From an optimization exercise on the open Yosys and OpenROAD flow, aimed at small area; shortcuts taken in it are not production practice.
Only simulation tests tie the RTL to the original design; equivalence was not proved.
Power figures rest on the tool's default switching activity, not on a simulated workload.

===== flow/design.v =====
module adder32bit(
    input [31:0] adder_in0, adder_in1,
    input carry_in,
    output [31:0] adder_out,
    output carry_out
    );
    wire c5;
    wire c6;
    wire c7;
    adder8bit block6(
        .adder_in0(adder_in0[7:0]),
        .adder_in1(adder_in1[7:0]),
        .carry_in(carry_in),
        .adder_out(adder_out[7:0]),
        .carry_out(c5)
        );
    adder8bit block7(
        .adder_in0(adder_in0[15:8]),
        .adder_in1(adder_in1[15:8]),
        .carry_in(c5),
        .adder_out(adder_out[15:8]),
        .carry_out(c6)
        );
    adder8bit block8(
        .adder_in0(adder_in0[23:16]),
        .adder_in1(adder_in1[23:16]),
        .carry_in(c6),
        .adder_out(adder_out[23:16]),
        .carry_out(c7)
        );
    adder8bit block9(
        .adder_in0(adder_in0[31:24]),
        .adder_in1(adder_in1[31:24]),
        .carry_in(c7),
        .adder_out(adder_out[31:24]),
        .carry_out(carry_out)
        );
endmodule
module adder8bit(
    input [7:0] adder_in0, adder_in1,
    input carry_in,
    output [7:0] adder_out,
    output carry_out
    );
    wire c4;
    adder4bit block4(
        .adder_in0(adder_in0[3:0]),
        .adder_in1(adder_in1[3:0]),
        .carry_in(carry_in),
        .adder_out(adder_out[3:0]),
        .carry_out(c4)
        );
    adder4bit block5(
        .adder_in0(adder_in0[7:4]),
        .adder_in1(adder_in1[7:4]),
        .carry_in(c4),
        .adder_out(adder_out[7:4]),
        .carry_out(carry_out)
        );
endmodule
module adder4bit(
    input [3:0] adder_in0, adder_in1,
    input carry_in,
    output [3:0] adder_out,
    output carry_out
    );
    wire c1;
    wire c2;
    wire c3;
    adder1bit block0 (
        .adder_in0(adder_in0[0]),
        .adder_in1(adder_in1[0]),
        .carry_in(carry_in),
        .adder_out(adder_out[0]),
        .carry_out(c1)
        );
    adder1bit block1 (
        .adder_in0(adder_in0[1]),
        .adder_in1(adder_in1[1]),
        .carry_in(c1),
        .adder_out(adder_out[1]),
        .carry_out(c2)
        );
    adder1bit block2 (
        .adder_in0(adder_in0[2]),
        .adder_in1(adder_in1[2]),
        .carry_in(c2),
        .adder_out(adder_out[2]),
        .carry_out(c3)
        );
    adder1bit block3 (
        .adder_in0(adder_in0[3]),
        .adder_in1(adder_in1[3]),
        .carry_in(c3),
        .adder_out(adder_out[3]),
        .carry_out(carry_out)
        );
endmodule
module adder1bit(
    input adder_in0, adder_in1, carry_in,
    output adder_out, carry_out
    );
    assign adder_out = adder_in0 ^ adder_in1 ^ carry_in;
    assign carry_out = (adder_in0 & adder_in1) | (adder_in0 & carry_in) | (adder_in1 & carry_in);
endmodule
module subtractor32bit(
    input [31:0] subtractor_in0, subtractor_in1,
    input borrow_in,
    output [31:0] subtractor_out,
    output borrow_out
    );
    wire c5;
    wire c6;
    wire c7;
    subtractor8bit block6(
        .subtractor_in0(subtractor_in0[7:0]),
        .subtractor_in1(subtractor_in1[7:0]),
        .borrow_in(borrow_in),
        .subtractor_out(subtractor_out[7:0]),
        .borrow_out(c5)
        );
    subtractor8bit block7(
        .subtractor_in0(subtractor_in0[15:8]),
        .subtractor_in1(subtractor_in1[15:8]),
        .borrow_in(c5),
        .subtractor_out(subtractor_out[15:8]),
        .borrow_out(c6)
        );
    subtractor8bit block8(
        .subtractor_in0(subtractor_in0[23:16]),
        .subtractor_in1(subtractor_in1[23:16]),
        .borrow_in(c6),
        .subtractor_out(subtractor_out[23:16]),
        .borrow_out(c7)
        );
    subtractor8bit block9(
        .subtractor_in0(subtractor_in0[31:24]),
        .subtractor_in1(subtractor_in1[31:24]),
        .borrow_in(c7),
        .subtractor_out(subtractor_out[31:24]),
        .borrow_out(borrow_out)
        );
endmodule
module subtractor8bit(
    input [7:0] subtractor_in0, subtractor_in1,
    input borrow_in,
    output [7:0] subtractor_out,
    output borrow_out
    );
    wire c4;
    subtractor4bit block4(
        .subtractor_in0(subtractor_in0[3:0]),
        .subtractor_in1(subtractor_in1[3:0]),
        .borrow_in(borrow_in),
        .subtractor_out(subtractor_out[3:0]),
        .borrow_out(c4)
        );
    subtractor4bit block5(
        .subtractor_in0(subtractor_in0[7:4]),
        .subtractor_in1(subtractor_in1[7:4]),
        .borrow_in(c4),
        .subtractor_out(subtractor_out[7:4]),
        .borrow_out(borrow_out)
        );
endmodule
module subtractor4bit(
    input [3:0] subtractor_in0, subtractor_in1,
    input borrow_in,
    output [3:0] subtractor_out,
    output borrow_out
    );
    wire c1;
    wire c2;
    wire c3;
    subtractor1bit block0 (
        .subtractor_in0(subtractor_in0[0]),
        .subtractor_in1(subtractor_in1[0]),
        .borrow_in(borrow_in),
        .subtractor_out(subtractor_out[0]),
        .borrow_out(c1)
        );
    subtractor1bit block1 (
        .subtractor_in0(subtractor_in0[1]),
        .subtractor_in1(subtractor_in1[1]),
        .borrow_in(c1),
        .subtractor_out(subtractor_out[1]),
        .borrow_out(c2)
        );
    subtractor1bit block2 (
        .subtractor_in0(subtractor_in0[2]),
        .subtractor_in1(subtractor_in1[2]),
        .borrow_in(c2),
        .subtractor_out(subtractor_out[2]),
        .borrow_out(c3)
        );
    subtractor1bit block3 (
        .subtractor_in0(subtractor_in0[3]),
        .subtractor_in1(subtractor_in1[3]),
        .borrow_in(c3),
        .subtractor_out(subtractor_out[3]),
        .borrow_out(borrow_out)
        );
endmodule
module subtractor1bit(
    input subtractor_in0, subtractor_in1, borrow_in,
    output subtractor_out, borrow_out
    );
    assign subtractor_out = subtractor_in0 ^ subtractor_in1 ^ borrow_in;
    assign borrow_out = (~subtractor_in0 & subtractor_in1) | (~subtractor_in0 & borrow_in) | (subtractor_in1 & borrow_in);
endmodule
module gate_and(
    input [31:0]and_in0, and_in1,
    output [31:0]and_out
    );
    assign and_out = and_in0 & and_in1; 
endmodule
module gate_or(
    input [31:0]or_in0, or_in1,
    output [31:0]or_out
    );
    assign or_out = or_in0 | or_in1;
endmodule
module gate_xor(
    input [31:0]xor_in0, xor_in1,
    output [31:0]xor_out
    );
    assign xor_out = xor_in0 ^ xor_in1;
endmodule
module shift_module(
    input [31:0]shift_in0,  
    input [4:0]shift_in1,  
    output [31:0]LSL, LSR, ASR
    );
    assign LSL = shift_in0 << shift_in1; 
    assign LSR = shift_in0 >> shift_in1;
    assign ASR = $signed(shift_in0) >>> shift_in1;
endmodule
module comparator(
    input [31:0]comp_in0, comp_in1,
    output reg SLT,
    output SLTU
    );
    assign SLTU = (comp_in0 < comp_in1)?1'b1:1'b0;
    always @(*)begin
        if (comp_in0[31] == 1'b0 && comp_in1[31] == 1'b0)begin
            SLT = (comp_in0 < comp_in1)?1'b1:1'b0;
        end else if (comp_in0[31] == 1'b1 && comp_in1[31] == 1'b0)begin
            SLT = 1'b1;
        end else if (comp_in0[31] == 1'b0 && comp_in1[31] == 1'b1)begin
            SLT = 1'b0;
        end else begin
            SLT = (comp_in0 < comp_in1)?1'b1:1'b0;
        end
    end
endmodule
module alu_top(
    input clk, clear,
    input [31:0]alu_in0, alu_in1,
    input [3:0]control_signal,
    output reg [31:0]alu_out,
    output zero_flag
    );
    wire [31:0]addition_out;
    wire [31:0]subtraction_out;
    wire [31:0]and_operation_out;
    wire [31:0]or_operation_out;
    wire [31:0]xor_operation_out;
    wire [31:0]LLS_out;
    wire [31:0]LRS_out;
    wire [31:0]ARS_out;
    wire SLTU_out;
    wire SLT_out;
    parameter ADD = 4'b0000;
    parameter SUB = 4'b0001;
    parameter AND = 4'b0010;
    parameter OR = 4'b0011;
    parameter XOR = 4'b0100;
    parameter LOGICAL_LS = 4'b0101;
    parameter LOGICAL_RS = 4'b0110;
    parameter ARITHMETIC_RS = 4'b0111;
    parameter LESS_THAN_UNSIGNED = 4'b1000;
    parameter LESS_THAN_SIGNED = 4'b1001;
    adder32bit ADDITION(
        .adder_in0(alu_in0),
        .adder_in1(alu_in1),
        .carry_in(1'b0),
        .adder_out(addition_out)
        );
    subtractor32bit SUBTRACTION(
        .subtractor_in0(alu_in0),
        .subtractor_in1(alu_in1),
        .borrow_in(1'b0),
        .subtractor_out(subtraction_out)
        );
    gate_and AND_OP(
        .and_in0(alu_in0),
        .and_in1(alu_in1),
        .and_out(and_operation_out)
        );
    gate_or OR_OP(
        .or_in0(alu_in0),
        .or_in1(alu_in1),
        .or_out(or_operation_out)
        );
    gate_xor XOR_OP(
        .xor_in0(alu_in0),
        .xor_in1(alu_in1),
        .xor_out(xor_operation_out)
        );
    shift_module SHIFTING(
        .shift_in0(alu_in0),
        .shift_in1(alu_in1[4:0]),
        .LSL(LLS_out),
        .LSR(LRS_out),
        .ASR(ARS_out)
        );
    comparator COMPARISON(
        .comp_in0(alu_in0),
        .comp_in1(alu_in1),
        .SLTU(SLTU_out),
        .SLT(SLT_out)
        );
    assign zero_flag = (alu_out == 32'b0)?1'b1:1'b0;
    always @(posedge clk or posedge clear)begin
        if (clear)begin
            alu_out = 32'b0;
        end else begin
            case (control_signal)
                ADD: alu_out = addition_out;
                SUB: alu_out = subtraction_out;
                AND: alu_out = and_operation_out;
                OR: alu_out = or_operation_out;
                XOR: alu_out = xor_operation_out;
                LOGICAL_LS: alu_out = LLS_out;
                LOGICAL_RS: alu_out = LRS_out;
                ARITHMETIC_RS: alu_out = ARS_out;
                LESS_THAN_UNSIGNED: alu_out = {31'b0, SLTU_out};
                LESS_THAN_SIGNED: alu_out = {31'b0, SLT_out};
                default: alu_out = 32'b0;
            endcase
        end
    end
endmodule

===== flow/run.sh =====
#!/bin/bash
# synth_recipe.tcl (not shown) runs the flow's synth.tcl, then flattens the netlist and writes it again
# the make line also repeats each setting of config.mk as NAME=value (left out here)
make -C /OpenROAD-flow-scripts/flow DESIGN_CONFIG=/design/flow/config.mk WORK_HOME=/design/flow/orfs CLKGATE_MAP_FILE= SYNTH_SCRIPT=/design/flow/synth_recipe.tcl finish

===== flow/config.mk =====
export PLATFORM = sky130hd
export DESIGN_NAME = alu_top
export DESIGN_NICKNAME = alu_top
export VERILOG_FILES = /design/flow/design.v
export SDC_FILE = /design/flow/constraint.sdc
export NUM_CORES = 4
export LEC_CHECK = 0
export CAP_MARGIN = 20
export CORE_MARGIN = 2
export CORE_UTILIZATION = 40
export SLEW_MARGIN = 20

===== flow/constraint.sdc =====
create_clock -name core_clock -period 4.5 [get_ports {clk}]
set_input_delay 0.9000 -clock core_clock [delete_from_list [all_inputs] [get_ports {clk}]]
set_output_delay 0.9000 -clock core_clock [all_outputs]
set_load 0.01 [all_outputs]

==> impl_results.md <==
* Gpl congestion at 1.01
* Mapped Cells at roughly 1200
* Synth cell count leaders: nor2_1, ha_1, o21ai_0
* Max incr delay on CP at around 0.56 ns
* CTS max path bufs at 2
* Syn_nets at 1423
* # hold bufs at CTS at 0
* DR vias at approximately 10000
* Buffers added on ports at between 100 and 150
* Number of synthesized flops with an enable pin at 0
* Setup TNS at 0 ns
* PD cells at about 180 nW/um^2
* Synth Cell Area at ~9000 sq um
* CP endpoint kind: flip-flop
* # H-tree levels at 2
* Starting Density at 0.409
* Wirelength per Cell at 23.0 um
* Die footprint at between 20000 and 25000 sq um
* Number of DRC markers in iteration 0 at 1142
* Root buf cell: clkbuf_16
* Met1 Wirelength at between 15 and 20 mm
* Layout area overhead at 18.5%
* Ant diodes at 0
* Syn Area/Cell at about 7.3 sq um
* Flops & latches, synth at 32
* Drt pass-1 iters at 7
* Met3 wire len at 4.05 mm
* Endpoints failing hold at 0
* Total CTS buffers at 5
* CP Data Arrival Time at around 4.3 ns
* Largest net degree at the start of global routing at 58
* Fmax at ~0.24 GHz
* Final setup violation count at 0
* Most common cell in the netlist: nor2_1
* Relative slew slack at 0.422
* Placed Area at ~11000 sq um
* Top Metal Used: met5
* CP Max Fanout at 6
* CP max stage cell: clkdlybuf4s50_1
* Clk slew on worst S/H paths at about 0.060 ns
* Initial antenna violation count at 1
* Tcrit/Tclk final at 0.923
* RSZ-0062 raised after global routing: false
* CTS tree: built
* Share of the synthesized area in the top cell type at 0.180
* Leakage at approximately 0.0047 uW
* Min cycle time layout at 4.15 ns
* Drc violations at 0
* Die Y at between 150 and 200 um
* Seq/Total Area, Yosys at 0.0891
* Status: timing/DRC/antenna clean
* Crit path buffers/inverters at 2
* Clock Sinks at 32
* Post-synthesis async set-or-reset flop share at 1.00
* Grt ovf at 0
* Routed WL at ~37 mm
* Critical path class: in -> reg
* Vias in the first global route at 9208
* Postcts setup bufs at 0
* Max IR drop VDD at 125 uV
* Vias per inst at 6.24
* Largest cells by area after synthesis: ha_1, mux2i_1, dfrtp_1
* GRT Overall Usage at 0.305
* WL met2 at about 16 mm
* Dominant synthesized flop cell: dfrtp_1
* Largest register FFs at 32
* DIE WIDTH at 154 um
* I/O pins at 103
* Worst EP required at 4.68 ns
* Post_cts resized at 0
* Slew Limit Fails at 0
* Worst-path cell chain: clkdlybuf4s50_1 -> inv_1 -> ha_1 -> or2_2 -> a31oi_1 -> and4b_4 -> nor4_4 -> o211ai_2 -> o221ai_4 -> o311a_1 -> o32ai_1 -> xor2_1 -> a211o_1
* Top cell type by total area after synthesis: ha_1
* Core Box Area at 22000 sq um
* CP startpoint kind: input pin
* Final-stage net count at approximately 1500
* Design area at 10600 sq um
* DP Wirelength at 29.3 mm
* Max-Cap Viols at 0
* Remaining antenna violation count at 0
* HP Class: in -> async
* Site Rows at 54
* Distinct cells, synth at 78
* Worst Max-Slew Pin Slew at 0.862 ns
* First-pass GRT wire length at around 56 mm
* Syn. warnings at 2
* Largest delay contributor family on the critical path: compound AO/OA/AOI/OAI gates
* Layout cell share with drive strength beyond 1 at 0.0933
## stage by stage
| stage | worst slack [ns] | instances | hold slack (ns) | power [uW] | util |
|---|---|---|---|---|---|
| after floorplan | 1.17 | 1224 | 1.02 | 1040 | - |
| after global placement | 0.204 | 1592 | 1.33 | 1520 | 0.479 |
| after detailed placement | 0.137 | 1592 | 1.33 | 1510 | 0.479 |
| after CTS | 0.429 | 1599 | 1.02 | 1850 | 0.485 |
| after global routing | 0.240 | 1599 | 1.06 | 1990 | 0.485 |
| final | 0.345 | 1599 | 1.00 | 1870 | 0.485 |
## layout by cell type (no fill, tap or decap), types with 7 or more instances in the layout
cell               n
ha_1             129
nand3_1           12
or3_1             14
mux2i_1           82
buf_4             58
nor4_1            13
a221o_1            7
nand2_1           72
o211ai_1          20
a31oi_1           11
a221oi_1          18
xor2_1            10
a22oi_1           10
a2111oi_0          8
xnor2_1           18
o21ai_1           10
nor2_1           165
a211o_1            7
mux4_2            22
o31ai_1            7
o21ai_0          123
clkdlybuf4s50_1   99
a211oi_1          16
o21bai_1          10
dfrtp_1           32
nand2b_1          30
a21oi_1           84
o22ai_1            9
inv_1             82
nor3_1            28
## layout make-up
class,count,area [sq um]
clock buffer,5,125
clock inverter,2,12.5
fill,2213,11300
inverter,86,323
multi-input combinational,1034,7580
sequential,32,801
tap,280,350
timing repair buffer,160,1460
## routing by layer
metal / GRT usage / vias up
li1: - / 4681
met1: 0.428 / 4729
met2: 0.463 / 505
met3: 0.0800 / 61
met4: 0.0823 / 2
met5: 0 / -
## worst paths after layout
path / start / endpoint / depth (start not counted)
min in group core_clock: alu_in1[3] / alu_out[3]$_DFF_PP0_ / 4
worst min-delay path: clear / alu_out[31]$_DFF_PP0_ / 3
max in group asynchronous: clear / alu_out[7]$_DFF_PP0_ / 3
worst max-delay path: alu_in0[0] / alu_out[31]$_DFF_PP0_ / 13
## tightest hold or removal path, stage by stage
cell             delay (ns)
clkdlybuf4s50_1        0.39
inv_1                  0.05
buf_4                  0.38
## power by group
| part | switching, uW | total (uW) | internal (uW) |
|---|---|---|---|
| clock network | 134 | 335 | 201 |
| registers | 27.9 | 351 | 323 |
| logic | 697 | 1190 | 490 |
## cells by family after synthesis
logic type	Yosys count	synth area share
AO/OA/AOI/OAI	395	0.288
AND/OR/NAND/NOR	373	0.194
buffers and inverters	158	0.0689
adder cells (fa/ha/maj)	129	0.180
multiplexers	109	0.153
flip-flops	32	0.0891
XOR/XNOR	28	0.0273

-- what the ideal ports hide --
The results above use ideal ports. As a check the final layout listed here was re-extracted and re-timed, cells and wires unchanged. Step 1, drivers: a clkbuf_16 drives clk and a buf_2 each remaining input, both assumed. Step 2 moves the port delays by t, midway between the first and last clock arrival at a register: inputs arrive t later, outputs are due t later. That takes back most of the time a late clock gives input paths. Slacks: no drivers / after step 1 / after step 2; pairs: no drivers / after step 1.
t, ns: 0.328
slack for setup (ns): 0.345 / 0.362 / 0.034
worst setup path after step 2: input to register
slew at the worst register clock pin (ns): 0.06 / 0.06
After both steps this run still meets setup and hold. For this run, drivers alone change the setup slack by +0.017 ns; drivers and shift together by -0.311 ns.
